What follows belongs to an exercise in optimizing a design on an open flow for small area and few clock cycles; a production flow would make more cautious choices. In this exercise RTL edits were held to simulation tests only and were not proved equivalent to the original.

==> flow/design.v, too long to show whole: its modules and the start of the top module <==
// module merlin_fifo: 64 lines
// module merlin_pfu32ic: 220 lines
// module merlin_rv32ic_expander: 174 lines
// module merlin_rv32i_decoder: 359 lines
// module merlin_int_regs: 39 lines
// module merlin_id_stage: 301 lines
// module merlin_alu: 100 lines
// module merlin_cs_regs: 1536 lines
// module merlin_ex_stage: 344 lines
// module merlin_lsqueue: 221 lines
// module merlin: 278 lines
module merlin
    #(
        parameter C_WORD_RESET_VECTOR = 30'h0
    )
    (
        input  wire                  clk_i,
        input  wire                  reset_i,
        output wire                  sleeping_o,
        input  wire                  irqm_extern_i,
        input  wire                  irqm_softw_i,
        input  wire                  irqm_timer_i,
        input  wire                  irqs_extern_i,
        input  wire                  ireqready_i,
        output wire                  ireqvalid_o,
        output wire            [1:0] ireqhpl_o,
        output wire   [(2**5)-1:0] ireqaddr_o,
        output wire                  irspready_o,
        input  wire                  irspvalid_i,
        input  wire                  irsprerr_i,
        input  wire   [(2**5)-1:0] irspdata_i,
        input  wire                  dreqready_i,
        output wire                  dreqvalid_o,
        output wire            [1:0] dreqsize_o,
        output wire                  dreqwrite_o,
        output wire            [1:0] dreqhpl_o,
        output wire           [31:0] dreqaddr_o,
        output wire           [31:0] dreqdata_o,
        output wire                  drspready_o,
        input  wire                  drspvalid_i,
        input  wire                  drsprerr_i,
        input  wire                  drspwerr_i,
        input  wire           [31:0] drspdata_i,
        output wire                  mit_en_o,
        output wire                  mit_commit_o,
        output wire   [(2**5)-1:0] mit_pc_o,
        output wire   [(2**5)-1:0] mit_ins_o,
        output wire   [(2**5)-1:0] mit_regs2_data_o,
        output wire   [(2**5)-1:0] mit_alu_dout_o,
        output wire            [1:0] mit_mode_o,
        output wire                  mit_trap_o,
        output wire   [(2**5)-1:0] mit_trap_cause_o,
        output wire   [(2**5)-1:0] mit_trap_entry_addr_o,
        output wire   [(2**5)-1:0] mit_trap_rtn_addr_o
    );
  // ...
==> flow/run.sh <==
#!/bin/bash
# synth_recipe.tcl (not shown) runs the flow's synth.tcl, then flattens the netlist and writes it again
# the make line also repeats each setting of config.mk as NAME=value (left out here)
make -C /OpenROAD-flow-scripts/flow DESIGN_CONFIG=/design/flow/config.mk WORK_HOME=/design/flow/orfs CLKGATE_MAP_FILE= SYNTH_SCRIPT=/design/flow/synth_recipe.tcl finish
==> flow/config.mk <==
export PLATFORM = sky130hd
export DESIGN_NAME = merlin
export DESIGN_NICKNAME = merlin
export VERILOG_FILES = /design/flow/design.v
export SDC_FILE = /design/flow/constraint.sdc
export NUM_CORES = 4
export LEC_CHECK = 0
export CAP_MARGIN = 20
export CORE_MARGIN = 2
export CORE_UTILIZATION = 40
export SLEW_MARGIN = 20
==> flow/constraint.sdc <==
create_clock -name core_clock -period 15.0 [get_ports {clk_i}]
set_input_delay 3.0000 -clock core_clock [delete_from_list [all_inputs] [get_ports {clk_i}]]
set_output_delay 3.0000 -clock core_clock [all_outputs]
set_load 0.01 [all_outputs]
==> notes.md, run 1 <==
* Outcome: complete, no violations
* Seq_cells at ~2700
* Worst-path clk slew at ~0.07 ns
* Met2 wire length at around 250 mm
* Worst skew pair latency at 0.99 ns
* Post-CTS Repair Setup Buffers at 0
* Setup slack, reg-to-reg at around 4.5 ns
* Share of cells above drive strength 1 at 0.156
* Avg WL per Cell at between 30 and 40 µm
* Fin crit period at 10.50 ns
* Ys async rst share at 0.0741
* Compound-Gate Fraction of Synth Area at 0.147
* Via count at between 100k and 150k
* Area of the multi-input gates at about 65000 µm²
* Initial Util at 0.402
* Hold Path Stages at 0
* Simple-gate share of the synthesized area at 0.0994
* Slew headroom at 0.181
* Highest-count cells in the layout ignoring fill and taps: 2137 x edfxtp_1, 1994 x o21ai_0, 1722 x nand2_1, 791 x mux4_2, 632 x nor2_1
* GR Util All Layers at 0.319
* Clock Sinks at 2712
* Netlist cell types at 120
* Met3 Use GR at 0.102
* Final cycle utilization of the critical path at 0.700
* Post-synthesis mux area share at 0.159
* RePlAce Congestion at 1.00
* Final instance area at approximately 170000 µm²
* Met3 routed WL at between 80 and 90 mm
Testbench counts, summed over its fixed seeds: cycles 207,325.
==> module merlin_pfu32ic, before the edit <==
module merlin_pfu32ic
    #(
        parameter C_FIFO_PASSTHROUGH  = 0,
        parameter C_FIFO_DEPTH_X      = 2,     
        parameter C_WORD_RESET_VECTOR = 30'b0
    )
    (
        input  wire                   clk_i,
        input  wire                   reset_i,
        input  wire                   ireqready_i,
        output wire                   ireqvalid_o,
        output wire             [1:0] ireqhpl_o,
        output wire            [31:0] ireqaddr_o,  
        output wire                   irspready_o,
        input  wire                   irspvalid_i,
        input  wire                   irsprerr_i,
        input  wire            [31:0] irspdata_i,
        output wire                   ids_dav_o,       
        input  wire                   ids_ack_i,       
        input  wire             [1:0] ids_ack_size_i,  
        output reg  [2-1:0] ids_sofid_o,     
        output reg             [31:0] ids_ins_o,       
        output wire                   ids_ferr_o,      
        output wire            [31:0] ids_pc_o,        
        input  wire                   exs_pc_wr_i,
        input  wire            [31:0] exs_pc_din_i,
        input  wire             [1:0] exs_hpl_i
    );
    reg                          request_gate;
    reg                          ibus_debt;
    wire                         request;
    wire                         response;
    reg       [C_FIFO_DEPTH_X:0] fifo_level_q;
    reg                          fifo_accepting;
    reg                   [31:0] pc_q;
    reg                   [31:0] request_addr_q;
    reg                          vectoring_q;
    reg                          sofid_q;
    parameter C_FIFO_LINE_WIDTH = 1 + 30;
    parameter C_FERR_LSB        = 30;
    parameter C_FIFO_PC_LSB     =  0;
    wire                         fifo_line_rd;
    wire [C_FIFO_LINE_WIDTH-1:0] fifo_line_din;
    wire [C_FIFO_LINE_WIDTH-1:0] fifo_line_dout;
    genvar                       genvar_i;
    wire                   [1:0] fifo_atom_empty;
    wire                   [1:0] fifo_atom_wr_mask;
    wire                   [1:0] fifo_atom_rd_mask;
    wire                   [1:0] fifo_atom_din_sof;
    wire                  [16:0] fifo_atom_dout[1:0];
    wire                  [15:0] fifo_atom_dout_ins[1:0];
    wire                   [1:0] fifo_atom_dout_sof;
    reg                          atom_base_q;
    reg                          atom_base;
    assign ireqhpl_o   = exs_hpl_i;
    assign ireqvalid_o = fifo_accepting & ~exs_pc_wr_i & (~ibus_debt | response) & request_gate;
    assign ireqaddr_o  = { pc_q[31:2], 2'b0 };
    assign irspready_o = 1'b1;  
    assign ids_dav_o = ~(|fifo_atom_empty);
    always @ (posedge clk_i or posedge reset_i) begin
        if (reset_i) begin
            request_gate <= 1'b0;
        end else begin
            request_gate <= 1'b1;
        end
    end
    assign request  = ireqvalid_o & ireqready_i;
    assign response = irspvalid_i & irspready_o;
    always @ (posedge clk_i or posedge reset_i) begin
        if (reset_i) begin
            ibus_debt <= 1'b0;
        end else begin
            if (request & ~response) begin
                ibus_debt <= 1'b1;
            end else if (~request & response) begin
                ibus_debt <= 1'b0;
            end
        end
    end
    always @ (posedge clk_i or posedge reset_i) begin
        if (reset_i) begin
            fifo_level_q <= { 1'b1, { C_FIFO_DEPTH_X {1'b0} } };
        end else begin
            if (exs_pc_wr_i) begin
                fifo_level_q <= { 1'b1, { C_FIFO_DEPTH_X {1'b0} } };
            end else if (request & ~fifo_line_rd) begin
                fifo_level_q <= fifo_level_q - { { C_FIFO_DEPTH_X {1'b0} }, 1'b1 };
            end else if (~request & fifo_line_rd) begin
                fifo_level_q <= fifo_level_q + { { C_FIFO_DEPTH_X {1'b0} }, 1'b1 };
            end
        end
    end
    always @ (*) begin
        if (|fifo_level_q) begin
            fifo_accepting = 1'b1;
        end else begin
            fifo_accepting = 1'b0;
        end
    end
    always @ (posedge clk_i or posedge reset_i) begin
        if (reset_i) begin
            pc_q <= { C_WORD_RESET_VECTOR, 2'b0 };
        end else begin
            if (exs_pc_wr_i) begin
                pc_q <= exs_pc_din_i;
            end else if (request) begin
                pc_q <= pc_q + 32'd4;
            end
        end
    end
    always @ (posedge clk_i) begin
        if (request) begin
            request_addr_q <= pc_q;
        end
    end
    always @ (posedge clk_i or posedge reset_i) begin
        if (reset_i) begin
            vectoring_q <= 1'b0;
        end else begin
            if (exs_pc_wr_i) begin
                vectoring_q <= 1'b1;
            end else if (request) begin
                vectoring_q <= 1'b0;
            end
        end
    end
    always @ (posedge clk_i or posedge reset_i) begin
        if (reset_i) begin
            sofid_q <= 1'b0;
        end else begin
            if (vectoring_q & request) begin
                sofid_q <= 1'b1;
            end else if (response) begin
                sofid_q <= 1'b0;
            end
        end
    end
    assign fifo_line_rd = ids_ack_i & (atom_base | ids_ack_size_i[1]);
    assign fifo_line_din[   C_FERR_LSB +:  1] = irsprerr_i;
    assign fifo_line_din[C_FIFO_PC_LSB +: 30] = request_addr_q[31:2];
    assign ids_ferr_o    = fifo_line_dout[C_FERR_LSB +: 1];
    assign ids_pc_o      = { fifo_line_dout[C_FIFO_PC_LSB +: 30], atom_base, 1'b0 };
    merlin_fifo
        #(
            .C_FIFO_PASSTHROUGH (C_FIFO_PASSTHROUGH),
            .C_FIFO_WIDTH       (C_FIFO_LINE_WIDTH),
            .C_FIFO_DEPTH_X     (C_FIFO_DEPTH_X)
        ) i_line_merlin_fifo (
            .clk_i              (clk_i),
            .reset_i            (reset_i),
            .flush_i            (exs_pc_wr_i | vectoring_q),
            .empty_o            (),
            .full_o             (),
            .wr_i               (response),
            .din_i              (fifo_line_din),
            .rd_i               (fifo_line_rd),
            .dout_o             (fifo_line_dout)
        );
    assign fifo_atom_wr_mask = { 1'b1, ~sofid_q | (sofid_q & ~request_addr_q[1]) };
    assign fifo_atom_rd_mask = { atom_base | ids_ack_size_i[1], ~atom_base | ids_ack_size_i[1] };
    assign fifo_atom_din_sof = { (sofid_q & request_addr_q[1]), (sofid_q & ~request_addr_q[1]) };
    generate
    for (genvar_i = 0; genvar_i < 2; genvar_i = genvar_i + 1) begin : atom_fifo
        assign fifo_atom_dout_ins[genvar_i] = fifo_atom_dout[genvar_i][15:0];
        assign fifo_atom_dout_sof[genvar_i] = fifo_atom_dout[genvar_i][16];
        merlin_fifo
            #(
                .C_FIFO_PASSTHROUGH (C_FIFO_PASSTHROUGH),
                .C_FIFO_WIDTH       (17),  
                .C_FIFO_DEPTH_X     (C_FIFO_DEPTH_X)
            ) i_atom_merlin_fifo (
                .clk_i              (clk_i),
                .reset_i            (reset_i),
                .flush_i            (exs_pc_wr_i | vectoring_q),
                .empty_o            (fifo_atom_empty[genvar_i]),
                .full_o             (),
                .wr_i               (response & fifo_atom_wr_mask[genvar_i]),
                .din_i              ({ fifo_atom_din_sof[genvar_i], irspdata_i[16*genvar_i +: 16] }),
                .rd_i               (ids_ack_i & fifo_atom_rd_mask[genvar_i]),
                .dout_o             (fifo_atom_dout[genvar_i])
            );
    end
    endgenerate
    always @ (posedge clk_i or posedge reset_i) begin
        if (reset_i) begin
            atom_base_q <= 1'b0;  
        end else if (ids_ack_i) begin
            if (|fifo_atom_dout_sof) begin
                if (~ids_ack_size_i[1]) begin  
                    atom_base_q <= ~fifo_atom_dout_sof[1];
                end else begin  
                    atom_base_q <= fifo_atom_dout_sof[1];
                end
            end else begin
                if (~ids_ack_size_i[1]) begin  
                    atom_base_q <= ~atom_base_q;
                end
            end
        end
    end
    always @ (*) begin
        if (|fifo_atom_dout_sof) begin
            atom_base = fifo_atom_dout_sof[1];
        end else begin
            atom_base = atom_base_q;
        end
    end
    always @ (*) begin
        if (atom_base == 1'b0) begin
            ids_ins_o = { fifo_atom_dout_ins[1], fifo_atom_dout_ins[0] };
        end else begin
            ids_ins_o = { fifo_atom_dout_ins[0], fifo_atom_dout_ins[1] };
        end
        if (|fifo_atom_dout_sof) begin
            ids_sofid_o = 2'b01;
        end else begin
            ids_sofid_o = 2'b00;
        end
    end
endmodule
==> run 2: changes to the inputs <==
--- a/flow/design.v
+++ b/flow/design.v
@@ -97,12 +97,12 @@
     reg       [C_FIFO_DEPTH_X:0] fifo_level_q;
     reg                          fifo_accepting;
     reg                   [31:0] pc_q;
-    reg                   [31:0] request_addr_q;
+    reg                          request_addr1_q;
     reg                          vectoring_q;
     reg                          sofid_q;
-    parameter C_FIFO_LINE_WIDTH = 1 + 30;
-    parameter C_FERR_LSB        = 30;
-    parameter C_FIFO_PC_LSB     =  0;
+    parameter C_FIFO_LINE_WIDTH = 1;
+    parameter C_FERR_LSB        = 0;
+    wire                  [29:0] line_head_addr;
     wire                         fifo_line_rd;
     wire [C_FIFO_LINE_WIDTH-1:0] fifo_line_din;
     wire [C_FIFO_LINE_WIDTH-1:0] fifo_line_dout;
@@ -174,7 +174,7 @@
     end
     always @ (posedge clk_i) begin
         if (request) begin
-            request_addr_q <= pc_q;
+            request_addr1_q <= pc_q[1];
         end
     end
     always @ (posedge clk_i or posedge reset_i) begin
@@ -201,9 +201,9 @@
     end
     assign fifo_line_rd = ids_ack_i & (atom_base | ids_ack_size_i[1]);
     assign fifo_line_din[   C_FERR_LSB +:  1] = irsprerr_i;
-    assign fifo_line_din[C_FIFO_PC_LSB +: 30] = request_addr_q[31:2];
+    assign line_head_addr = pc_q[31:2] - { { 30-C_FIFO_DEPTH_X-1 {1'b0} }, ({ 1'b1, { C_FIFO_DEPTH_X {1'b0} } } - fifo_level_q) };
     assign ids_ferr_o    = fifo_line_dout[C_FERR_LSB +: 1];
-    assign ids_pc_o      = { fifo_line_dout[C_FIFO_PC_LSB +: 30], atom_base, 1'b0 };
+    assign ids_pc_o      = { line_head_addr, atom_base, 1'b0 };
     merlin_fifo
         #(
             .C_FIFO_PASSTHROUGH (C_FIFO_PASSTHROUGH),
@@ -220,9 +220,9 @@
             .rd_i               (fifo_line_rd),
             .dout_o             (fifo_line_dout)
         );
-    assign fifo_atom_wr_mask = { 1'b1, ~sofid_q | (sofid_q & ~request_addr_q[1]) };
+    assign fifo_atom_wr_mask = { 1'b1, ~sofid_q | (sofid_q & ~request_addr1_q) };
     assign fifo_atom_rd_mask = { atom_base | ids_ack_size_i[1], ~atom_base | ids_ack_size_i[1] };
-    assign fifo_atom_din_sof = { (sofid_q & request_addr_q[1]), (sofid_q & ~request_addr_q[1]) };
+    assign fifo_atom_din_sof = { (sofid_q & request_addr1_q), (sofid_q & ~request_addr1_q) };
     generate
     for (genvar_i = 0; genvar_i < 2; genvar_i = genvar_i + 1) begin : atom_fifo
         assign fifo_atom_dout_ins[genvar_i] = fifo_atom_dout[genvar_i][15:0];
@@ -770,6 +770,8 @@
                     zone_o     = 2'b01;
                     regd_tgt_o = 1'b1;
                     regs1_rd_o = 1'b1;
+                    aluop_o     = { 1'b0, 3'b000 };
+                    sels2_imm_o = 1'b1;
                     if (regd_addr != 5'b0) begin
                         csr_rd_o = 1'b1;
                     end
@@ -783,6 +785,8 @@
                     zone_o                = 2'b01;
                     regd_tgt_o            = 1'b1;
                     sel_csr_wr_data_imm_o = 1'b1;
+                    aluop_o               = { 1'b1, 3'b111    };
+                    sels2_imm_o           = 1'b1;
                     if (regd_addr != 5'b0) begin
                         csr_rd_o = 1'b1;
                     end
@@ -1169,28 +1173,50 @@
         output reg                    cmp_result_o,
         input  wire             [2:0] cmp_opcode_i
     );
+    wire                op_sub;
+    wire [(2**5)-1:0] adder_out;
+    wire                shift_left;
+    wire                shift_arith;
+    reg  [(2**5)-1:0] shift_in;
+    wire [(2**5)-1:0] shift_out_r;
+    reg  [(2**5)-1:0] shift_out;
+    wire   [(2**5):0] cmp_diff;
+    wire                cmp_eq;
+    wire                cmp_ltu;
+    wire                cmp_lts;
     reg  [(2**5)-1:0] op_result_mux_out;
-    genvar              genvar_i;
-    reg  [(2**5)-1:0] shift_left_array[0:5];
-    reg  [(2**5)-1:0] shift_right_array[0:5];
-    reg                 cmp_lts;
-    reg                 cmp_ltu;
+    integer             i;
     always @ (posedge clk_i) begin
         if (stage_en_i) begin
             op_result_o <= op_result_mux_out;
         end
     end
+    assign op_sub    = (op_opcode_i == { 1'b1, 3'b000 });
+    assign adder_out = op_left_i + (op_right_i ^ { (2**5) {op_sub} }) + { { (2**5)-1 {1'b0} }, op_sub };
+    assign shift_left  = (op_opcode_i == { 1'b0, 3'b001    });
+    assign shift_arith = (op_opcode_i == { 1'b1, 3'b101 }) & op_left_i[(2**5)-1];
+    always @ (*) begin
+        for (i = 0; i < (2**5); i = i + 1) begin
+            shift_in[i] = shift_left ? op_left_i[(2**5)-1-i] : op_left_i[i];
+        end
+    end
+    assign shift_out_r = $signed({ shift_arith, shift_in }) >>> op_right_i[5-1:0];
+    always @ (*) begin
+        for (i = 0; i < (2**5); i = i + 1) begin
+            shift_out[i] = shift_left ? shift_out_r[(2**5)-1-i] : shift_out_r[i];
+        end
+    end
     always @ (*) begin
         op_result_mux_out = { (2**5) {1'b0} };  
         case (op_opcode_i)
-            { 1'b0, 3'b000 }  : op_result_mux_out = op_left_i + op_right_i;
-            { 1'b1, 3'b000 }  : op_result_mux_out = op_left_i - op_right_i;
-            { 1'b0, 3'b001    }  : op_result_mux_out = shift_left_array[5];
+            { 1'b0, 3'b000 }  : op_result_mux_out = adder_out;
+            { 1'b1, 3'b000 }  : op_result_mux_out = adder_out;
+            { 1'b0, 3'b001    }  : op_result_mux_out = shift_out;
             { 1'b0, 3'b010    }  : op_result_mux_out = { { (2**5)-1 {1'b0} }, cmp_lts };
             { 1'b0, 3'b011   } : op_result_mux_out = { { (2**5)-1 {1'b0} }, cmp_ltu };
             { 1'b0, 3'b100    }  : op_result_mux_out = op_left_i ^ op_right_i;
-            { 1'b0, 3'b101 }  : op_result_mux_out = shift_right_array[5];
-            { 1'b1, 3'b101 }  : op_result_mux_out = shift_right_array[5];
+            { 1'b0, 3'b101 }  : op_result_mux_out = shift_out;
+            { 1'b1, 3'b101 }  : op_result_mux_out = shift_out;
             { 1'b0, 3'b110     }   : op_result_mux_out = op_left_i | op_right_i;
             { 1'b0, 3'b111    }  : op_result_mux_out = op_left_i & op_right_i;
             { 1'b1, 3'b111    }  : op_result_mux_out = op_right_i;
@@ -1198,57 +1224,20 @@
             end
         endcase
     end
-    always @ (*) begin
-        shift_left_array[0]  = op_left_i;
-        shift_right_array[0] = op_left_i;
-    end
-    generate for (genvar_i = 0; genvar_i < 5; genvar_i = genvar_i + 1) begin : shifter
-        always @ (*) begin
-            if (op_right_i[genvar_i] == 1'b1) begin
-                shift_left_array[genvar_i + 1][2**genvar_i - 1:   0] = { 2**genvar_i {1'b0} };
-                shift_left_array[genvar_i + 1][(2**5) - 1:2**genvar_i] = shift_left_array[genvar_i][(2**5) - 1 - 2**genvar_i:0];
-                if (op_opcode_i == { 1'b1, 3'b101 } && op_left_i[(2**5)-1] == 1'b1) begin
-                    shift_right_array[genvar_i + 1][(2**5) - 1:(2**5) - 2**genvar_i] = { 2**genvar_i {1'b1} };
-                end else begin
-                    shift_right_array[genvar_i + 1][(2**5) - 1:(2**5) - 2**genvar_i] = { 2**genvar_i {1'b0} };
-                end
-                shift_right_array[genvar_i + 1][(2**5) - 1 - 2**genvar_i:0] = shift_right_array[genvar_i][(2**5) - 1:2**genvar_i];
-            end else begin
-                shift_left_array[genvar_i + 1] = shift_left_array[genvar_i];
-                shift_right_array[genvar_i + 1] = shift_right_array[genvar_i];
-            end
-        end
-    end endgenerate
-    always @ (*) begin  
-        cmp_lts = $signed(cmp_left_i) < $signed(cmp_right_i);
-        cmp_ltu = cmp_left_i < cmp_right_i;
-    end
+    assign cmp_diff = { 1'b0, cmp_left_i } - { 1'b0, cmp_right_i };
+    assign cmp_ltu  = cmp_diff[(2**5)];
+    assign cmp_lts  = (cmp_left_i[(2**5)-1] ^ cmp_right_i[(2**5)-1]) ? cmp_left_i[(2**5)-1] : cmp_ltu;
+    assign cmp_eq   = (cmp_left_i == cmp_right_i);
     always @ (posedge clk_i) begin
         if (stage_en_i) begin
             cmp_result_o <= 1'b0;
             case (cmp_opcode_i)
-                3'b000  : begin
-                    if (cmp_left_i == cmp_right_i) begin
-                        cmp_result_o <= 1'b1;
-                    end
-                end
-                3'b001  : begin
-                    if (cmp_left_i != cmp_right_i) begin
-                        cmp_result_o <= 1'b1;
-                    end
-                end
-                3'b100  : begin
-                    cmp_result_o <= cmp_lts;
-                end
-                3'b101  : begin
-                    cmp_result_o <= ~cmp_lts;
-                end
-                3'b110 : begin
-                    cmp_result_o <= cmp_ltu;
-                end
-                3'b111 : begin
-                    cmp_result_o <= ~cmp_ltu;
-                end
+                3'b000  : cmp_result_o <= cmp_eq;
+                3'b001  : cmp_result_o <= ~cmp_eq;
+                3'b100  : cmp_result_o <= cmp_lts;
+                3'b101  : cmp_result_o <= ~cmp_lts;
+                3'b110 : cmp_result_o <= cmp_ltu;
+                3'b111 : cmp_result_o <= ~cmp_ltu;
                 default : begin
                 end
             endcase
@@ -1263,6 +1252,7 @@
         input  wire                clk_i,
         input  wire                fclk_i,
         input  wire                reset_i,
+        input  wire                rd_sample_i,  
         input  wire                access_rd_i,
         input  wire                access_wr_i,
         input  wire         [11:0] access_addr_i,
@@ -1299,6 +1289,10 @@
         output wire          [1:0] mode_o              
     );
     reg                 access_badcsr;
+    reg           [3:0] irq_lines_q;
+    reg  [(2**5)-1:0] csr_raw;
+    reg  [(2**5)-1:0] csr_lines;
+    reg  [(2**5)-1:0] csr_rmw;
     wire [(2**5)-1:0] mstatus;
     wire [(2**5)-1:0] sstatus;
     wire [(2**5)-1:0] ustatus;
@@ -1581,42 +1575,63 @@
     assign access_badwrite_o = (access_addr_i[11:10] == 2'b11 ? access_wr_i
                                                               : 1'b0)
                                                               ;
-    assign access_badpriv_o  = (access_addr_i[9:8] > mode_d ? access_rd_i | access_wr_i
+    assign access_badpriv_o  = (access_addr_i[9:8] > mode_q ? access_rd_i | access_wr_i
                                                             : 1'b0)
                                                             ;
+    always @ (posedge clk_i or posedge reset_i) begin
+        if (reset_i) begin
+            irq_lines_q <= 4'b0;
+        end else if (rd_sample_i) begin
+            irq_lines_q <= { irqm_extern_i, irqs_extern_i, irqm_timer_i, irqm_softw_i };
+        end
+    end
     always @ (*) begin
-        access_badcsr    = 1'b0;
-        access_rd_data_o = { (2**5) {1'bx} };
+        access_badcsr = 1'b0;
+        csr_raw       = { (2**5) {1'b0} };
+        csr_lines     = { (2**5) {1'b0} };
         case (access_addr_i)
-            12'h000 : access_rd_data_o = ustatus;
-            12'h004 : access_rd_data_o = uie;
-            12'h005 : access_rd_data_o = utvec;
-            12'h040 : access_rd_data_o = uscratch;
-            12'h041 : access_rd_data_o = uepc;
-            12'h042 : access_rd_data_o = ucause;
-            12'h043 : access_rd_data_o = utval;
-            12'h044 : access_rd_data_o = uip;
-            12'h100 : access_rd_data_o = sstatus;
-            12'h102 : access_rd_data_o = sedeleg;
-            12'h103 : access_rd_data_o = sideleg;
-            12'h104 : access_rd_data_o = sie;
-            12'h105 : access_rd_data_o = stvec;
-            12'h140 : access_rd_data_o = sscratch;
-            12'h141 : access_rd_data_o = sepc;
-            12'h142 : access_rd_data_o = scause;
-            12'h143 : access_rd_data_o = stval;
-            12'h144 : access_rd_data_o = sip;
-            12'h300 : access_rd_data_o = mstatus;
-            12'h302 : access_rd_data_o = medeleg;
-            12'h303 : access_rd_data_o = mideleg;
-            12'h304 : access_rd_data_o = mie;
-            12'h305 : access_rd_data_o = mtvec;
-            12'h340 : access_rd_data_o = mscratch;
-            12'h341 : access_rd_data_o = mepc;
-            12'h342 : access_rd_data_o = mcause;
-            12'h343 : access_rd_data_o = mtval;
-            12'h344 : access_rd_data_o = mip;
-            default : access_badcsr    = 1'b1;
+            12'h000 : csr_raw = ustatus;
+            12'h004 : csr_raw = uie;
+            12'h005 : csr_raw = utvec;
+            12'h040 : csr_raw = uscratch;
+            12'h041 : csr_raw = uepc;
+            12'h042 : csr_raw = ucause;
+            12'h043 : csr_raw = utval;
+            12'h044 : csr_raw = uip;
+            12'h100 : csr_raw = sstatus;
+            12'h102 : csr_raw = sedeleg;
+            12'h103 : csr_raw = sideleg;
+            12'h104 : csr_raw = sie;
+            12'h105 : csr_raw = stvec;
+            12'h140 : csr_raw = sscratch;
+            12'h141 : csr_raw = sepc;
+            12'h142 : csr_raw = scause;
+            12'h143 : csr_raw = stval;
+            12'h144 : begin
+                csr_raw   = sip;
+                csr_lines = { { (2**5)-10 {1'b0} }, irq_lines_q[2], 9'b0 };
+            end
+            12'h300 : csr_raw = mstatus;
+            12'h302 : csr_raw = medeleg;
+            12'h303 : csr_raw = mideleg;
+            12'h304 : csr_raw = mie;
+            12'h305 : csr_raw = mtvec;
+            12'h340 : csr_raw = mscratch;
+            12'h341 : csr_raw = mepc;
+            12'h342 : csr_raw = mcause;
+            12'h343 : csr_raw = mtval;
+            12'h344 : begin
+                csr_raw   = mip;
+                csr_lines = { { (2**5)-12 {1'b0} }, irq_lines_q[3], 1'b0, irq_lines_q[2], 1'b0,
+                              irq_lines_q[1], 3'b0, irq_lines_q[0], 3'b0 };
+            end
+            default : access_badcsr = 1'b1;
+        endcase
+        access_rd_data_o = csr_raw | csr_lines;
+        case (wr_mode_i)
+            2'b10   : csr_rmw = csr_raw |  wr_data_i;
+            2'b11   : csr_rmw = csr_raw & ~wr_data_i;
+            default : csr_rmw = wr_data_i;
         endcase
     end
     assign mstatus = {
@@ -1630,17 +1645,17 @@
             1'b0,            
             2'b0,            
             2'b0,            
-            mstatus_mpp_d,   
+            mstatus_mpp_q,   
             2'b0,            
-            mstatus_spp_d,   
-            mstatus_mpie_d,  
+            mstatus_spp_q,   
+            mstatus_mpie_q,  
             1'b0,            
-            mstatus_spie_d,  
-            mstatus_upie_d,  
-            mstatus_mie_d,   
+            mstatus_spie_q,  
+            mstatus_upie_q,  
+            mstatus_mie_q,   
             1'b0,            
-            mstatus_sie_d,   
-            mstatus_uie_d    
+            mstatus_sie_q,   
+            mstatus_uie_q    
         };
     assign sstatus = {
             1'b0,            
@@ -1655,15 +1670,15 @@
             2'b0,            
             2'b0,            
             2'b0,            
-            mstatus_spp_d,   
+            mstatus_spp_q,   
             1'b0,            
             1'b0,            
-            mstatus_spie_d,  
-            mstatus_upie_d,  
+            mstatus_spie_q,  
+            mstatus_upie_q,  
             1'b0,            
             1'b0,            
-            mstatus_sie_d,   
-            mstatus_uie_d    
+            mstatus_sie_q,   
+            mstatus_uie_q    
         };
     assign ustatus = {
             1'b0,            
@@ -1682,11 +1697,11 @@
             1'b0,            
             1'b0,            
             1'b0,            
-            mstatus_upie_d,  
+            mstatus_upie_q,  
             1'b0,            
             1'b0,            
             1'b0,            
-            mstatus_uie_d    
+            mstatus_uie_q    
         };
     always @ (*) begin
         mode_d         = mode_q;
@@ -1744,25 +1759,25 @@
         end else if (wr_i) begin
             case (wr_addr_i)
                 12'h300 : begin  
-                    mstatus_mpp_d  = read_modify_write2(mstatus_mpp_q,  wr_data_i[12:11]);
-                    mstatus_spp_d  = read_modify_write1(mstatus_spp_q,  wr_data_i[8]);
-                    mstatus_mpie_d = read_modify_write1(mstatus_mpie_q, wr_data_i[7]);
-                    mstatus_spie_d = read_modify_write1(mstatus_spie_q, wr_data_i[5]);
-                    mstatus_upie_d = read_modify_write1(mstatus_upie_q, wr_data_i[4]);
-                    mstatus_mie_d  = read_modify_write1(mstatus_mie_q,  wr_data_i[3]);
-                    mstatus_sie_d  = read_modify_write1(mstatus_sie_q,  wr_data_i[1]);
-                    mstatus_uie_d  = read_modify_write1(mstatus_uie_q,  wr_data_i[0]);
+                    mstatus_mpp_d  = csr_rmw[12:11];
+                    mstatus_spp_d  = csr_rmw[8];
+                    mstatus_mpie_d = csr_rmw[7];
+                    mstatus_spie_d = csr_rmw[5];
+                    mstatus_upie_d = csr_rmw[4];
+                    mstatus_mie_d  = csr_rmw[3];
+                    mstatus_sie_d  = csr_rmw[1];
+                    mstatus_uie_d  = csr_rmw[0];
                 end
                 12'h100 : begin  
-                    mstatus_spp_d  = read_modify_write1(mstatus_spp_q,  wr_data_i[8]);
-                    mstatus_spie_d = read_modify_write1(mstatus_spie_q, wr_data_i[5]);
-                    mstatus_upie_d = read_modify_write1(mstatus_upie_q, wr_data_i[4]);
-                    mstatus_sie_d  = read_modify_write1(mstatus_sie_q,  wr_data_i[1]);
-                    mstatus_uie_d  = read_modify_write1(mstatus_uie_q,  wr_data_i[0]);
+                    mstatus_spp_d  = csr_rmw[8];
+                    mstatus_spie_d = csr_rmw[5];
+                    mstatus_upie_d = csr_rmw[4];
+                    mstatus_sie_d  = csr_rmw[1];
+                    mstatus_uie_d  = csr_rmw[0];
                 end
                 12'h000 : begin  
-                    mstatus_upie_d = read_modify_write1(mstatus_upie_q, wr_data_i[4]);
-                    mstatus_uie_d  = read_modify_write1(mstatus_uie_q,  wr_data_i[0]);
+                    mstatus_upie_d = csr_rmw[4];
+                    mstatus_uie_d  = csr_rmw[0];
                 end
                 default : begin
                 end
@@ -1800,16 +1815,16 @@
             1'b0,            
             1'b0,            
             1'b0,            
-            medeleg_ecfs_d,  
-            medeleg_ecfu_d,  
-            medeleg_saf_d,   
-            medeleg_sam_d,   
-            medeleg_laf_d,   
-            medeleg_lam_d,   
-            1'b0,            
-            medeleg_ii_d,    
-            medeleg_iaf_d,   
-            medeleg_iam_d    
+            medeleg_ecfs_q,  
+            medeleg_ecfu_q,  
+            medeleg_saf_q,   
+            medeleg_sam_q,   
+            medeleg_laf_q,   
+            medeleg_lam_q,   
+            1'b0,            
+            medeleg_ii_q,    
+            medeleg_iaf_q,   
+            medeleg_iam_q    
         };
     always @ (*) begin
         medeleg_ecfs_d = medeleg_ecfs_q;
@@ -1823,15 +1838,15 @@
         medeleg_iam_d  = medeleg_iam_q;
         if (wr_i) begin
             if (wr_addr_i == 12'h302) begin
-                medeleg_ecfs_d = read_modify_write1(medeleg_ecfs_q, wr_data_i[9]);
-                medeleg_ecfu_d = read_modify_write1(medeleg_ecfu_q, wr_data_i[8]);
-                medeleg_saf_d  = read_modify_write1(medeleg_saf_q,  wr_data_i[7]);
-                medeleg_sam_d  = read_modify_write1(medeleg_sam_q,  wr_data_i[6]);
-                medeleg_laf_d  = read_modify_write1(medeleg_laf_q,  wr_data_i[5]);
-                medeleg_lam_d  = read_modify_write1(medeleg_lam_q,  wr_data_i[4]);
-                medeleg_ii_d   = read_modify_write1(medeleg_ii_q,   wr_data_i[2]);
-                medeleg_iaf_d  = read_modify_write1(medeleg_iaf_q,  wr_data_i[1]);
-                medeleg_iam_d  = read_modify_write1(medeleg_iam_q,  wr_data_i[0]);
+                medeleg_ecfs_d = csr_rmw[9];
+                medeleg_ecfu_d = csr_rmw[8];
+                medeleg_saf_d  = csr_rmw[7];
+                medeleg_sam_d  = csr_rmw[6];
+                medeleg_laf_d  = csr_rmw[5];
+                medeleg_lam_d  = csr_rmw[4];
+                medeleg_ii_d   = csr_rmw[2];
+                medeleg_iaf_d  = csr_rmw[1];
+                medeleg_iam_d  = csr_rmw[0];
             end
         end
     end
@@ -1867,15 +1882,15 @@
             1'b0,            
             1'b0,            
             1'b0,            
-            sedeleg_ecfu_d,  
-            sedeleg_saf_d,   
-            sedeleg_sam_d,   
-            sedeleg_laf_d,   
-            sedeleg_lam_d,   
-            1'b0,            
-            sedeleg_ii_d,    
-            sedeleg_iaf_d,   
-            sedeleg_iam_d    
+            sedeleg_ecfu_q,  
+            sedeleg_saf_q,   
+            sedeleg_sam_q,   
+            sedeleg_laf_q,   
+            sedeleg_lam_q,   
+            1'b0,            
+            sedeleg_ii_q,    
+            sedeleg_iaf_q,   
+            sedeleg_iam_q    
         };
     always @ (*) begin
         sedeleg_ecfu_d = sedeleg_ecfu_q;
@@ -1888,14 +1903,14 @@
         sedeleg_iam_d  = sedeleg_iam_q;
         if (wr_i) begin
             if (wr_addr_i == 12'h102) begin
-                sedeleg_ecfu_d = read_modify_write1(sedeleg_ecfu_q, wr_data_i[8]);
-                sedeleg_saf_d  = read_modify_write1(sedeleg_saf_q,  wr_data_i[7]);
-                sedeleg_sam_d  = read_modify_write1(sedeleg_sam_q,  wr_data_i[6]);
-                sedeleg_laf_d  = read_modify_write1(sedeleg_laf_q,  wr_data_i[5]);
-                sedeleg_lam_d  = read_modify_write1(sedeleg_lam_q,  wr_data_i[4]);
-                sedeleg_ii_d   = read_modify_write1(sedeleg_ii_q,   wr_data_i[2]);
-                sedeleg_iaf_d  = read_modify_write1(sedeleg_iaf_q,  wr_data_i[1]);
-                sedeleg_iam_d  = read_modify_write1(sedeleg_iam_q,  wr_data_i[0]);
+                sedeleg_ecfu_d = csr_rmw[8];
+                sedeleg_saf_d  = csr_rmw[7];
+                sedeleg_sam_d  = csr_rmw[6];
+                sedeleg_laf_d  = csr_rmw[5];
+                sedeleg_lam_d  = csr_rmw[4];
+                sedeleg_ii_d   = csr_rmw[2];
+                sedeleg_iaf_d  = csr_rmw[1];
+                sedeleg_iam_d  = csr_rmw[0];
             end
         end
     end
@@ -1924,16 +1939,16 @@
             20'b0,           
             1'b0,            
             1'b0,            
-            mideleg_sei_d,   
-            mideleg_uei_d,   
+            mideleg_sei_q,   
+            mideleg_uei_q,   
             1'b0,            
             1'b0,            
-            mideleg_sti_d,   
-            mideleg_uti_d,   
+            mideleg_sti_q,   
+            mideleg_uti_q,   
             1'b0,            
             1'b0,            
-            mideleg_ssi_d,   
-            mideleg_usi_d    
+            mideleg_ssi_q,   
+            mideleg_usi_q    
         };
     always @ (*) begin
         mideleg_usi_d = mideleg_usi_q;
@@ -1944,12 +1959,12 @@
         mideleg_sei_d = mideleg_sei_q;
         if (wr_i) begin
             if (wr_addr_i == 12'h303) begin
-                mideleg_usi_d = read_modify_write1(mideleg_usi_q, wr_data_i[0]);
-                mideleg_ssi_d = read_modify_write1(mideleg_ssi_q, wr_data_i[1]);
-                mideleg_uti_d = read_modify_write1(mideleg_uti_q, wr_data_i[4]);
-                mideleg_sti_d = read_modify_write1(mideleg_sti_q, wr_data_i[5]);
-                mideleg_uei_d = read_modify_write1(mideleg_uei_q, wr_data_i[8]);
-                mideleg_sei_d = read_modify_write1(mideleg_sei_q, wr_data_i[9]);
+                mideleg_usi_d = csr_rmw[0];
+                mideleg_ssi_d = csr_rmw[1];
+                mideleg_uti_d = csr_rmw[4];
+                mideleg_sti_d = csr_rmw[5];
+                mideleg_uei_d = csr_rmw[8];
+                mideleg_sei_d = csr_rmw[9];
             end
         end
     end
@@ -1975,15 +1990,15 @@
             1'b0,            
             1'b0,            
             1'b0,            
-            sideleg_uei_d,   
+            sideleg_uei_q,   
             1'b0,            
             1'b0,            
             1'b0,            
-            sideleg_uti_d,   
+            sideleg_uti_q,   
             1'b0,            
             1'b0,            
             1'b0,            
-            sideleg_usi_d    
+            sideleg_usi_q    
         };
     always @ (*) begin
         sideleg_usi_d = sideleg_usi_q;
@@ -1991,9 +2006,9 @@
         sideleg_uei_d = sideleg_uei_q;
         if (wr_i) begin
             if (wr_addr_i == 12'h103) begin
-                sideleg_usi_d = read_modify_write1(sideleg_usi_q, wr_data_i[0]);
-                sideleg_uti_d = read_modify_write1(sideleg_uti_q, wr_data_i[4]);
-                sideleg_uei_d = read_modify_write1(sideleg_uei_q, wr_data_i[8]);
+                sideleg_usi_d = csr_rmw[0];
+                sideleg_uti_d = csr_rmw[4];
+                sideleg_uei_d = csr_rmw[8];
             end
         end
     end
@@ -2009,16 +2024,16 @@
         end
     end
     assign mtvec = {
-            mtvec_d,         
-            mtvec_mode_d     
+            mtvec_q,         
+            mtvec_mode_q     
         };
     always @ (*) begin
         mtvec_d      = mtvec_q;
         mtvec_mode_d = mtvec_mode_q;
         if (wr_i) begin
             if (wr_addr_i == 12'h305) begin
-                mtvec_d      = read_modify_writem2(mtvec_q,      wr_data_i[(2**5)-1:2]);
-                mtvec_mode_d = read_modify_write2(mtvec_mode_q, wr_data_i[1:0]);
+                mtvec_d      = csr_rmw[(2**5)-1:2];
+                mtvec_mode_d = csr_rmw[1:0];
             end
         end
     end
@@ -2032,16 +2047,16 @@
         end
     end
     assign stvec = {
-            stvec_d,         
-            stvec_mode_d     
+            stvec_q,         
+            stvec_mode_q     
         };
     always @ (*) begin
         stvec_d      = stvec_q;
         stvec_mode_d = stvec_mode_q;
         if (wr_i) begin
             if (wr_addr_i == 12'h105) begin
-                stvec_d      = read_modify_writem2(stvec_q,      wr_data_i[(2**5)-1:2]);
-                stvec_mode_d = read_modify_write2(stvec_mode_q, wr_data_i[1:0]);
+                stvec_d      = csr_rmw[(2**5)-1:2];
+                stvec_mode_d = csr_rmw[1:0];
             end
         end
     end
@@ -2050,16 +2065,16 @@
         stvec_mode_q <= stvec_mode_d;
     end
     assign utvec = {
-            utvec_d,         
-            utvec_mode_d     
+            utvec_q,         
+            utvec_mode_q     
         };
     always @ (*) begin
         utvec_d      = utvec_q;
         utvec_mode_d = utvec_mode_q;
         if (wr_i) begin
             if (wr_addr_i == 12'h005) begin
-                utvec_d      = read_modify_writem2(utvec_q,      wr_data_i[(2**5)-1:2]);
-                utvec_mode_d = read_modify_write2(utvec_mode_q, wr_data_i[1:0]);
+                utvec_d      = csr_rmw[(2**5)-1:2];
+                utvec_mode_d = csr_rmw[1:0];
             end
         end
     end
@@ -2069,48 +2084,48 @@
     end
     assign mie = {
             20'b0,           
-            mie_meie_d,      
+            mie_meie_q,      
             1'b0,            
-            mie_seie_d,      
-            mie_ueie_d,      
-            mie_mtie_d,      
-            1'b0,            
-            mie_stie_d,      
-            mie_utie_d,      
-            mie_msie_d,      
+            mie_seie_q,      
+            mie_ueie_q,      
+            mie_mtie_q,      
+            1'b0,            
+            mie_stie_q,      
+            mie_utie_q,      
+            mie_msie_q,      
             1'b0,            
-            mie_ssie_d,      
-            mie_usie_d       
+            mie_ssie_q,      
+            mie_usie_q       
         };
     assign sie = {
             20'b0,           
             1'b0,            
             1'b0,            
-            mie_seie_d,      
-            mie_ueie_d,      
+            mie_seie_q,      
+            mie_ueie_q,      
             1'b0,            
             1'b0,            
-            mie_stie_d,      
-            mie_utie_d,      
+            mie_stie_q,      
+            mie_utie_q,      
             1'b0,            
             1'b0,            
-            mie_ssie_d,      
-            mie_usie_d       
+            mie_ssie_q,      
+            mie_usie_q       
         };
     assign uie = {
             20'b0,           
             1'b0,            
             1'b0,            
             1'b0,            
-            mie_ueie_d,      
+            mie_ueie_q,      
             1'b0,            
             1'b0,            
             1'b0,            
-            mie_utie_d,      
+            mie_utie_q,      
             1'b0,            
             1'b0,            
             1'b0,            
-            mie_usie_d       
+            mie_usie_q       
         };
     always @ (*) begin
         mie_meie_d = mie_meie_q;
@@ -2125,28 +2140,28 @@
         if (wr_i) begin
             case (wr_addr_i)
                 12'h304 : begin  
-                    mie_meie_d = read_modify_write1(mie_meie_q, wr_data_i[11]);
-                    mie_seie_d = read_modify_write1(mie_seie_q, wr_data_i[9]);
-                    mie_ueie_d = read_modify_write1(mie_ueie_q, wr_data_i[8]);
-                    mie_mtie_d = read_modify_write1(mie_mtie_q, wr_data_i[7]);
-                    mie_stie_d = read_modify_write1(mie_stie_q, wr_data_i[5]);
-                    mie_utie_d = read_modify_write1(mie_utie_q, wr_data_i[4]);
-                    mie_msie_d = read_modify_write1(mie_msie_q, wr_data_i[3]);
-                    mie_ssie_d = read_modify_write1(mie_ssie_q, wr_data_i[1]);
-                    mie_usie_d = read_modify_write1(mie_usie_q, wr_data_i[0]);
+                    mie_meie_d = csr_rmw[11];
+                    mie_seie_d = csr_rmw[9];
+                    mie_ueie_d = csr_rmw[8];
+                    mie_mtie_d = csr_rmw[7];
+                    mie_stie_d = csr_rmw[5];
+                    mie_utie_d = csr_rmw[4];
+                    mie_msie_d = csr_rmw[3];
+                    mie_ssie_d = csr_rmw[1];
+                    mie_usie_d = csr_rmw[0];
                 end
                 12'h104 : begin  
-                    mie_seie_d = read_modify_write1(mie_seie_q, wr_data_i[9]);
-                    mie_ueie_d = read_modify_write1(mie_ueie_q, wr_data_i[8]);
-                    mie_stie_d = read_modify_write1(mie_stie_q, wr_data_i[5]);
-                    mie_utie_d = read_modify_write1(mie_utie_q, wr_data_i[4]);
-                    mie_ssie_d = read_modify_write1(mie_ssie_q, wr_data_i[1]);
-                    mie_usie_d = read_modify_write1(mie_usie_q, wr_data_i[0]);
+                    mie_seie_d = csr_rmw[9];
+                    mie_ueie_d = csr_rmw[8];
+                    mie_stie_d = csr_rmw[5];
+                    mie_utie_d = csr_rmw[4];
+                    mie_ssie_d = csr_rmw[1];
+                    mie_usie_d = csr_rmw[0];
                 end
                 12'h004 : begin  
-                    mie_ueie_d = read_modify_write1(mie_ueie_q, wr_data_i[8]);
-                    mie_utie_d = read_modify_write1(mie_utie_q, wr_data_i[4]);
-                    mie_usie_d = read_modify_write1(mie_usie_q, wr_data_i[0]);
+                    mie_ueie_d = csr_rmw[8];
+                    mie_utie_d = csr_rmw[4];
+                    mie_usie_d = csr_rmw[0];
                 end
                 default : begin
                 end
@@ -2178,48 +2193,48 @@
     end
     assign mip = {
             20'b0,           
-            mip_meip,        
             1'b0,            
-            mip_seip,        
-            mip_ueip,        
-            mip_mtip,        
-            1'b0,            
-            mip_stip,        
-            mip_utip,        
-            mip_msip,        
             1'b0,            
-            mip_ssip,        
-            mip_usip         
+            mip_seip_q,        
+            mip_ueip_q,        
+            1'b0,            
+            1'b0,            
+            mip_stip_q,        
+            mip_utip_q,        
+            1'b0,            
+            1'b0,            
+            mip_ssip_q,        
+            mip_usip_q         
         };
     assign sip = {
             20'b0,           
             1'b0,            
             1'b0,            
-            mip_seip,        
-            mip_ueip,        
+            mip_seip_q,        
+            mip_ueip_q,        
             1'b0,            
             1'b0,            
-            mip_stip,        
-            mip_utip,        
+            mip_stip_q,        
+            mip_utip_q,        
             1'b0,            
             1'b0,            
-            mip_ssip,        
-            mip_usip         
+            mip_ssip_q,        
+            mip_usip_q         
         };
     assign uip = {
             20'b0,           
             1'b0,            
             1'b0,            
             1'b0,            
-            mip_ueip,        
+            mip_ueip_q,        
             1'b0,            
             1'b0,            
             1'b0,            
-            mip_utip,        
+            mip_utip_q,        
             1'b0,            
             1'b0,            
             1'b0,            
-            mip_usip         
+            mip_usip_q         
         };
     assign mip_meip = (             irqm_extern_i);
     assign mip_mtip = (             irqm_timer_i );
@@ -2240,21 +2255,21 @@
         if (wr_i) begin
             case (wr_addr_i)
                 12'h344 : begin  
-                    mip_seip_d = read_modify_write1(mip_seip_q, wr_data_i[9]);
-                    mip_ueip_d = read_modify_write1(mip_ueip_q, wr_data_i[8]);
-                    mip_stip_d = read_modify_write1(mip_stip_q, wr_data_i[5]);
-                    mip_utip_d = read_modify_write1(mip_utip_q, wr_data_i[4]);
-                    mip_ssip_d = read_modify_write1(mip_ssip_q, wr_data_i[1]);
-                    mip_usip_d = read_modify_write1(mip_usip_q, wr_data_i[0]);
+                    mip_seip_d = csr_rmw[9];
+                    mip_ueip_d = csr_rmw[8];
+                    mip_stip_d = csr_rmw[5];
+                    mip_utip_d = csr_rmw[4];
+                    mip_ssip_d = csr_rmw[1];
+                    mip_usip_d = csr_rmw[0];
                 end
                 12'h144 : begin  
-                    mip_ueip_d = read_modify_write1(mip_ueip_q, wr_data_i[8]);
-                    mip_utip_d = read_modify_write1(mip_utip_q, wr_data_i[4]);
-                    mip_ssip_d = read_modify_write1(mip_ssip_q, wr_data_i[1]);
-                    mip_usip_d = read_modify_write1(mip_usip_q, wr_data_i[0]);
+                    mip_ueip_d = csr_rmw[8];
+                    mip_utip_d = csr_rmw[4];
+                    mip_ssip_d = csr_rmw[1];
+                    mip_usip_d = csr_rmw[0];
                 end
                 12'h044 : begin  
-                    mip_usip_d = read_modify_write1(mip_usip_q, wr_data_i[0]);
+                    mip_usip_d = csr_rmw[0];
                 end
                 default : begin
                 end
@@ -2278,36 +2293,36 @@
             mip_usip_q <= mip_usip_d;
         end
     end
-    assign mscratch = mscratch_d;  
+    assign mscratch = mscratch_q;  
     always @ (*) begin
         mscratch_d = mscratch_q;
         if (wr_i) begin
             if (wr_addr_i == 12'h340) begin
-                mscratch_d = read_modify_write(mscratch_q, wr_data_i);
+                mscratch_d = csr_rmw;
             end
         end
     end
     always @ (posedge clk_i) begin
         mscratch_q <= mscratch_d;
     end
-    assign sscratch = sscratch_d;  
+    assign sscratch = sscratch_q;  
     always @ (*) begin
         sscratch_d = sscratch_q;
         if (wr_i) begin
             if (wr_addr_i == 12'h140) begin
-                sscratch_d = read_modify_write(sscratch_q, wr_data_i);
+                sscratch_d = csr_rmw;
             end
         end
     end
     always @ (posedge clk_i) begin
         sscratch_q <= sscratch_d;
     end
-    assign uscratch = uscratch_d;  
+    assign uscratch = uscratch_q;  
     always @ (*) begin
         uscratch_d = uscratch_q;
         if (wr_i) begin
             if (wr_addr_i == 12'h040) begin
-                uscratch_d = read_modify_write(uscratch_q, wr_data_i);
+                uscratch_d = csr_rmw;
             end
         end
     end
@@ -2315,7 +2330,7 @@
         uscratch_q <= uscratch_d;
     end
     assign mepc = {
-        mepc_d,  
+        mepc_q,  
         1'b0
         };
     always @ (*) begin
@@ -2324,7 +2339,7 @@
             mepc_d = excp_pc_i[(2**5)-1:1];
         end else if (wr_i) begin
             if (wr_addr_i == 12'h341) begin
-                mepc_d = read_modify_writem1(mepc_q, wr_data_i[(2**5)-1:1]);
+                mepc_d = csr_rmw[(2**5)-1:1];
             end
         end
     end
@@ -2332,7 +2347,7 @@
         mepc_q <= mepc_d;
     end
     assign sepc = {
-        sepc_d,  
+        sepc_q,  
         1'b0
         };
     always @ (*) begin
@@ -2341,7 +2356,7 @@
             sepc_d = excp_pc_i[(2**5)-1:1];
         end else if (wr_i) begin
             if (wr_addr_i == 12'h141) begin
-                sepc_d = read_modify_writem1(sepc_q, wr_data_i[(2**5)-1:1]);
+                sepc_d = csr_rmw[(2**5)-1:1];
             end
         end
     end
@@ -2349,7 +2364,7 @@
         sepc_q <= sepc_d;
     end
     assign uepc = {
-        uepc_d,  
+        uepc_q,  
         1'b0
         };
     always @ (*) begin
@@ -2358,7 +2373,7 @@
             uepc_d = excp_pc_i[(2**5)-1:1];
         end else if (wr_i) begin
             if (wr_addr_i == 12'h041) begin
-                uepc_d = read_modify_writem1(uepc_q, wr_data_i[(2**5)-1:1]);
+                uepc_d = csr_rmw[(2**5)-1:1];
             end
         end
     end
@@ -2366,9 +2381,9 @@
         uepc_q <= uepc_d;
     end
     assign mcause = {
-        mcause_int_d,           
+        mcause_int_q,           
         { (2**5)-5 {1'b0} },  
-        mcause_code_d           
+        mcause_code_q           
         };
     always @ (*) begin
         mcause_int_d  = mcause_int_q;
@@ -2378,8 +2393,8 @@
             mcause_code_d = trap_call_cause_code;
         end else if (wr_i) begin
             if (wr_addr_i == 12'h342) begin
-                mcause_int_d  = read_modify_write1(mcause_int_q,  wr_data_i[(2**5)-1]);
-                mcause_code_d = read_modify_write4(mcause_code_q, wr_data_i[3:0]);
+                mcause_int_d  = csr_rmw[(2**5)-1];
+                mcause_code_d = csr_rmw[3:0];
             end
         end
     end
@@ -2388,9 +2403,9 @@
         mcause_code_q <= mcause_code_d;
     end
     assign scause = {
-        scause_int_d,           
+        scause_int_q,           
         { (2**5)-5 {1'b0} },  
-        scause_code_d           
+        scause_code_q           
         };
     always @ (*) begin
         scause_int_d  = scause_int_q;
@@ -2400,8 +2415,8 @@
             scause_code_d = trap_call_cause_code;
         end else if (wr_i) begin
             if (wr_addr_i == 12'h142) begin
-                scause_int_d  = read_modify_write1(scause_int_q,  wr_data_i[(2**5)-1]);
-                scause_code_d = read_modify_write4(scause_code_q, wr_data_i[3:0]);
+                scause_int_d  = csr_rmw[(2**5)-1];
+                scause_code_d = csr_rmw[3:0];
             end
         end
     end
@@ -2410,9 +2425,9 @@
         scause_code_q <= scause_code_d;
     end
     assign ucause = {
-        ucause_int_d,           
+        ucause_int_q,           
         { (2**5)-5 {1'b0} },  
-        ucause_code_d           
+        ucause_code_q           
         };
     always @ (*) begin
         ucause_int_d  = ucause_int_q;
@@ -2422,8 +2437,8 @@
             ucause_code_d = trap_call_cause_code;
         end else if (wr_i) begin
             if (wr_addr_i == 12'h042) begin
-                ucause_int_d  = read_modify_write1(ucause_int_q,  wr_data_i[(2**5)-1]);
-                ucause_code_d = read_modify_write4(ucause_code_q, wr_data_i[3:0]);
+                ucause_int_d  = csr_rmw[(2**5)-1];
+                ucause_code_d = csr_rmw[3:0];
             end
         end
     end
@@ -2431,42 +2446,42 @@
         ucause_int_q  <= ucause_int_d;
         ucause_code_q <= ucause_code_d;
     end
-    assign mtval = mtval_d;  
+    assign mtval = mtval_q;  
     always @ (*) begin
         mtval_d = mtval_q;
         if (trap_call_o && trap_call_mode == 2'b11) begin
             mtval_d = trap_call_value_o;
         end else if (wr_i) begin
             if (wr_addr_i == 12'h343) begin
-                mtval_d = read_modify_write(mtval_q, wr_data_i);
+                mtval_d = csr_rmw;
             end
         end
     end
     always @ (posedge clk_i) begin
         mtval_q <= mtval_d;
     end
-    assign stval = stval_d;  
+    assign stval = stval_q;  
     always @ (*) begin
         stval_d = stval_q;
         if (trap_call_o && trap_call_mode == 2'b01) begin
             stval_d = trap_call_value_o;
         end else if (wr_i) begin
             if (wr_addr_i == 12'h143) begin
-                stval_d = read_modify_write(stval_q, wr_data_i);
+                stval_d = csr_rmw;
             end
         end
     end
     always @ (posedge clk_i) begin
         stval_q <= stval_d;
     end
-    assign utval = utval_d;  
+    assign utval = utval_q;  
     always @ (*) begin
         utval_d = utval_q;
         if (trap_call_o && trap_call_mode == 2'b00) begin
             utval_d = trap_call_value_o;
         end else if (wr_i) begin
             if (wr_addr_i == 12'h043) begin
-                utval_d = read_modify_write(utval_q, wr_data_i);
+                utval_d = csr_rmw;
             end
         end
     end
@@ -2893,17 +2908,13 @@
     reg                    ids_csr_rd_q;
     reg                    ids_csr_wr_q;
     reg             [11:0] ids_csr_addr_q;
-    reg     [(2**5)-1:0] ids_csr_wr_data_q;
     reg                    ids_link_q;
     reg     [(2**5)-1:0] ids_pc_q;
-    reg     [(2**5)-1:0] pc_inc_q;
+    reg                    ins_size32_q;
+    wire    [(2**5)-1:0] pc_inc_q;
     reg     [(2**5)-1:0] ids_regs2_data_q;
     reg              [4:0] ids_regd_addr_q;
     reg              [2:0] funct3_q;
-    reg     [(2**5)-1:0] csr_rd_data_q;
-    reg                    csr_badpriv_q;
-    reg                    csr_badwrite_q;
-    reg                    csr_badcsr_q;
     reg                    wfi_latch_q;
     wire                   ex_stage_en;
     reg                    exs_stall;
@@ -2939,6 +2950,7 @@
     assign mit_trap_cause_o      = csr_trap_cause;
     assign mit_trap_entry_addr_o = csr_trap_entry_addr;
     assign mit_trap_rtn_addr_o   = csr_trap_rtn_addr;
+    assign pc_inc_q = ids_pc_q + { { (2**5)-3 {1'b0} }, ins_size32_q, ~ins_size32_q, 1'b0 };
     assign jump = (execute_commit & (ids_jump_q | ids_trap_rtn_q | ids_fencei_q)) | csr_jump_to_trap;
     always @ (*) begin
         if (csr_jump_to_trap) begin
@@ -2964,7 +2976,7 @@
     assign excp_uerr  = ids_ins_uerr_q;
     assign excp_maif  = 1'b0;
     assign excp_ilgl = (ids_trap_rtn_mode_q > csr_mode ? ids_trap_rtn_q : 1'b0) |  
-                       (csr_badcsr_q | csr_badpriv_q | csr_badwrite_q);            
+                       (csr_badcsr_d | csr_badpriv_d | csr_badwrite_d);            
     always @ (*) begin
         excp_mala = 1'b0;
         excp_masa = 1'b0;
@@ -3027,17 +3039,12 @@
                 ids_csr_rd_q      <= ids_csr_rd_i;
                 ids_csr_wr_q      <= ids_csr_wr_i;
                 ids_csr_addr_q    <= ids_csr_addr_i;
-                ids_csr_wr_data_q <= ids_csr_wr_data_i;
                 ids_link_q        <= ids_link_i;
                 ids_pc_q          <= ids_pc_i;
-                pc_inc_q          <= ids_pc_i + { { (2**5)-3 {1'b0} }, ids_ins_size_i, 1'b0 };
+                ins_size32_q      <= ids_ins_size_i[1];
                 ids_regs2_data_q  <= ids_regs2_data_i;
                 ids_regd_addr_q   <= ids_regd_addr_i;
                 funct3_q          <= ids_funct3_i;
-                csr_rd_data_q     <= csr_rd_data_d;
-                csr_badpriv_q     <= csr_badpriv_d;
-                csr_badwrite_q    <= csr_badwrite_d;
-                csr_badcsr_q      <= csr_badcsr_d;
             end
         end
     end
@@ -3067,7 +3074,7 @@
     end
     always @ (*) begin
         if (ids_csr_rd_q) begin
-            ids_regd_data_o = csr_rd_data_q;
+            ids_regd_data_o = csr_rd_data_d;
         end else begin
             ids_regd_data_o = alu_pcinc_mux_out;
         end
@@ -3099,9 +3106,10 @@
             .clk_i             (clk_i),
             .fclk_i            (fclk_i),
             .reset_i           (reset_i),
-            .access_rd_i       (ids_csr_rd_i),
-            .access_wr_i       (ids_csr_wr_i),
-            .access_addr_i     (ids_csr_addr_i),
+            .rd_sample_i       (ex_stage_en),
+            .access_rd_i       (ids_csr_rd_q),
+            .access_wr_i       (ids_csr_wr_q),
+            .access_addr_i     (ids_csr_addr_q),
             .access_badcsr_o   (csr_badcsr_d),
             .access_badwrite_o (csr_badwrite_d),
             .access_badpriv_o  (csr_badpriv_d),
@@ -3109,7 +3117,7 @@
             .wr_i              (csr_wr),
             .wr_mode_i         (csr_wr_mode),
             .wr_addr_i         (ids_csr_addr_q),
-            .wr_data_i         (ids_csr_wr_data_q),
+            .wr_data_i         (alu_data_out),  
             .ex_valid_i        (ex_valid & ~wfi_latch_q),  
             .irqm_extern_i     (irqm_extern_i),
             .irqm_softw_i      (irqm_softw_i),
@@ -3279,22 +3287,23 @@
             .dout_o             (req_ctrl_fifo_rd_data)
         );
     assign rsp_data_fifo_wr_data = (drsprerr_i ? { (2**5) {1'b0} } : drspdata_i);  
-    merlin_fifo
-        #(
-            .C_FIFO_PASSTHROUGH (C_FIFO_PASSTHROUGH),
-            .C_FIFO_WIDTH       ((2**5)),
-            .C_FIFO_DEPTH_X     (C_FIFO_DEPTH_X)
-        ) i_rsp_data_merlin_fifo (
-            .clk_i              (clk_i),
-            .reset_i            (reset_i),
-            .flush_i            (1'b0),
-            .empty_o            (rsp_data_fifo_empty),
-            .full_o             (rsp_data_fifo_full),
-            .wr_i               (drspready_o & ~drspwerr_i),
-            .din_i              (rsp_data_fifo_wr_data),
-            .rd_i               (lsq_reg_wr_o),
-            .dout_o             (rsp_data_fifo_rd_data)
-        );
+    reg                rsp_data_valid_q;
+    reg [(2**5)-1:0] rsp_data_q;
+    assign rsp_data_fifo_empty   = ~rsp_data_valid_q;
+    assign rsp_data_fifo_full    = 1'b0;
+    assign rsp_data_fifo_rd_data = rsp_data_q;
+    always @ (posedge clk_i or posedge reset_i) begin
+        if (reset_i) begin
+            rsp_data_valid_q <= 1'b0;
+        end else begin
+            rsp_data_valid_q <= drspvalid_i & ~drspwerr_i;
+        end
+    end
+    always @ (posedge clk_i) begin
+        if (drspvalid_i & ~drspwerr_i) begin
+            rsp_data_q <= rsp_data_fifo_wr_data;
+        end
+    end
     always @ (*) begin
         case (req_ctrl_fifo_rd_data_funct3)
             3'b000 : begin  
==> run 2 against run 1 <==
  * Maximum frequency down 2.9%
  * Synthesized cell count is 8.6% lower
  * Still clean
  * Die area fell by 8.5%
  * Hold slack worse by 0.019 ns
  * Critical path depth fell by 7
  * Global-route usage increased by 4.4 points
  * Sequential share of layout area is 0.45 points lower
==> notes.md, run 2 <==
* Initial Util at 0.401 (was 0.402)
* Post-Synth Adder-Cell Area at 0.0194 (was 0.0180)
* RePlAce Congestion at 1.03 (was 1.00)
* Data required, critical path at 12.00 ns (was 15.56 ns)
* CTS H-Tree Depth at 5 (unchanged)
* Number of fillers in the final layout at 30400 (was 33300)
* Die Y at 584 µm (was 611 µm)
* Pins Over Slew Limit at 0 (unchanged)
* Biggest register: i_merlin_id_stage.i_merlin_int_regs.mem (unchanged)
* MaxCap Viol Count at 0 (unchanged)
* CP Capture Type: output pin (was register)
* Antenna Violating Nets Remaining at 0 (unchanged)
* Post-CTS Repair Setup Buffers at 0 (unchanged)
* Biggest regs: i_merlin_id_stage.i_merlin_int_regs.mem (992), i_merlin_lsqueue.i_req_merlin_fifo.mem (280), i_merlin_pfu32ic.atom_fifo.i_atom_merlin_fifo.mem (136) (unchanged)
* Ys async rst share at 0.0845 (was 0.0741)
* Ports at 414 (unchanged)
* Root buf cell: clkbuf_16 (unchanged)
* Simple-gate share of the synthesized area at 0.116 (was 0.0994)
* Most frequent cells after synthesis: 2156 x edfxtp_1, 1427 x nor2_1, 1244 x nand2_1 (was 2137 x edfxtp_1, 2026 x o21ai_0, 1739 x nand2_1)
* Worst-path clk slew at 0.06 ns (was 0.07 ns)
* Yosys warns at 13 (was 16)
* Horiz. Die Dim at 584 µm (was 611 µm)
* Setup TNS at 0 ns (unchanged)
* Compound-Gate Fraction of Synth Area at 0.127 (was 0.147)
* Crit path kind: register to output pin (was register to register)
* Highest-count cells in the layout ignoring fill and taps: 2156 x edfxtp_1, 1419 x nor2_1, 1212 x a21oi_1, 1209 x nand2_1, 702 x mux4_2 (was 2137 x edfxtp_1, 1994 x o21ai_0, 1722 x nand2_1, 791 x mux4_2, 632 x nor2_1)
* # DRC at 0 (unchanged)
* Drt pass-1 iters at 10 (was 7)
* Mean post-synth cell area at 11.3 µm² (about the same)
* Netlist cell types at 112 (was 120)
* Fmax at 92.4 MHz (was 95.2 MHz)
* Synth Cell Area at 135000 µm² (was 147000 µm²)
* Gate Count Post-Synth at 11900 (was 13000)
* Fin nets at 12100 (was 13100)
* Most frequent cell after synthesis: edfxtp_1 (unchanged)
* Antenna violations before repair at 64 (was 49)
* Worst Hold Class: register to register (unchanged)
* Outcome: complete, no violations (unchanged)
* Area fraction of the dominant cell type after synthesis at 0.481 (was 0.436)
* Largest register FFs at 992 (unchanged)
* PostCTS Resize Cnt at 0 (unchanged)
* Placed wire-length estimate at 442 mm (was 414 mm)
* GR Util All Layers at 0.363 (was 0.319)
* Worst skew pair latency at 1.00 ns (was 0.99 ns)
* Clock Sinks at 2366 (was 2712)
* Drt total wl at 636 mm (was 614 mm)
* Arrival time worst endpoint at 7.82 ns (was 11.06 ns)
* Clock Path Buffers at 4 (unchanged)
* Avg WL per Cell at 38.4 µm (was 34.2 µm)
* Via count at 109000 (was 117000)
* Main synth FF type: edfxtp_1 (unchanged)
* DRT iter0 DRCs at 17900 (was 19800)
* Area Growth Syn to Fin at 13.6% (was 12.8%)
* Worst slew pin tran at 1.38 ns (was 1.19 ns)
* Final cycle utilization of the critical path at 0.721 (was 0.700)
* Dpl ws at 5.33 ns (was 4.64 ns)
* Yosys reg bits at 2366 (was 2712)
* Synth area leader: edfxtp_1 (unchanged)
* Fin crit period at 10.82 ns (was 10.50 ns)
* Critical path launch point type: register (unchanged)
* Post-synthesis mux area share at 0.161 (was 0.159)
* Share of cells above drive strength 1 at 0.165 (was 0.156)
* Final hold violations at 0 (unchanged)
* Slew headroom at 0.0740 (was 0.181)
* Critical Path Fanout Max at 39 (was 81)
* # hold bufs at CTS at 0 (unchanged)
* DR vias/cell at 6.60 (was 6.52)
* Final setup vio count at 0 (unchanged)
* Largest net degree at the start of global routing at 119 (was 151)
==> run 2: changes by cell type after synthesis, moves of 71 or more <==
cell,before,now
a21oi_1,460,1239
nor2_1,648,1427
clkbuf_1,903,820
dfxtp_1,374,10
nand3_1,276,198
o211ai_1,124,53
o21ai_0,2026,659
nand2_1,1739,1244
mux4_2,791,702
==> run 2: layout make-up <==
class,count,area [µm²],share of cell area
inverters,229,870,0.00568
flip-flops and latches,2366,70000,0.457
clock inverters,152,1860,0.0121
clock buffers,355,7500,0.0490
multi-input cells,8122,60100,0.393
well taps,4515,5650,0.0369
diodes,23,57.6,0.000376
repair buffers,794,7020,0.0458
==> run 2: layer usage <==
metal / up-vias / GRT usage / share of wire
li1: 44400 / - / -
met5: - / 0 / 0.00023
met1: 54700 / 0.471 / 0.37
met3: 1791 / 0.0948 / 0.12
met4: 22 / 0.237 / 0.078
met2: 8279 / 0.536 / 0.43
==> run 2: kinds of logic (layout without fill, tap and decap cells) <==
logic type	Yosys count	in the layout
AO/OA/AOI/OAI	2845	2845
other	2	58
AND/OR/NAND/NOR	3577	3577
adder cells (fa/ha/maj)	207	207
XOR/XNOR	196	196
buffers and inverters	1420	1530
flip-flops	2366	2366
multiplexers	1262	1262
==> run 2: critical path, cell delays in order (launching register included) <==
cell and delay, ns:
edfxtp_1 0.33, buf_4 0.57, buf_4 0.56, nor2_1 0.14
o21ai_0 0.25, a31oi_1 0.21, or4_1 0.63, o21ai_1 0.97
a311oi_1 0.44, o31ai_4 0.33, buf_4 0.46, and2_1 0.20
a211oi_1 0.05, o21bai_1 0.55, mux2i_1 0.51, clkdlybuf4s50_1 0.63
==> run 2: worst paths after layout <==
check | from | end | slack, ns | cells past startpoint
worst min-delay path | i_merlin_id_stage.exs_regd_addr_o[4]$_DFFE_PP_ | i_merlin_ex_stage.ids_regd_addr_q[4]$_DFFE_PP_ | 0.39 | 0
min in group asynchronous | reset_i | i_merlin_pfu32ic.ibus_debt$_DFFE_PP0P_ | 2.67 | 2
worst min register to register | i_merlin_id_stage.exs_regd_addr_o[4]$_DFFE_PP_ | i_merlin_ex_stage.ids_regd_addr_q[4]$_DFFE_PP_ | 0.39 | 0
max in group asynchronous | reset_i | i_merlin_ex_stage.i_merlin_cs_regs.mtvec_q[16]$_DFFE_PP0P_ | 10.77 | 3
worst max-delay path | i_merlin_ex_stage.ids_csr_addr_q[9]$_DFFE_PP_ | mit_trap_entry_addr_o[3] | 4.18 | 15
worst max register to register | register | register | 5.15 | 22
==> run 2: through the flow <==
step                      utilization  area (µm²)  cells  hold slack [ns]
final                           0.456      153000  16600            0.391
after global placement          0.427      144000  16000            0.403
after CTS                       0.455      153000  16500            0.416
after global routing            0.455      153000  16500            0.417
after detailed placement        0.427      144000  16000            0.405
after floorplan                     -      135000  11900            0.400
Testbench counts of run 2, summed over its fixed seeds: cycles 207,325.

==> afterwards: timing with drivers on the ports <==
The results above use ideal ports. As a check the final layouts listed here were re-extracted and re-timed, cells and wires unchanged. Step 1, drivers: a clkbuf_16 drives clk_i and a buf_2 each remaining input, both assumed. Step 2 times the ports against the registers' clock, not the clock port: input delays grow and output delays shrink by t, the midpoint of the rising clock arrivals with the driver on. a / b / c = no drivers / after step 1 / after step 2; a / b = the first two.
| run | shift t [ns] | setup WS [ns] | worst setup path after step 2 | worst slew at a driven data input, ns | cell pins on the clock port's net |
|---|---|---|---|---|---|
| run 1 | 1.054 | 4.497 / 4.497 / 4.497 | register to register | 0.08 | 1 |
| run 2 | 1.048 | 4.182 / 4.078 / 5.126 | register to output | 0.12 | 1 |
After both steps every run listed still meets setup and hold.
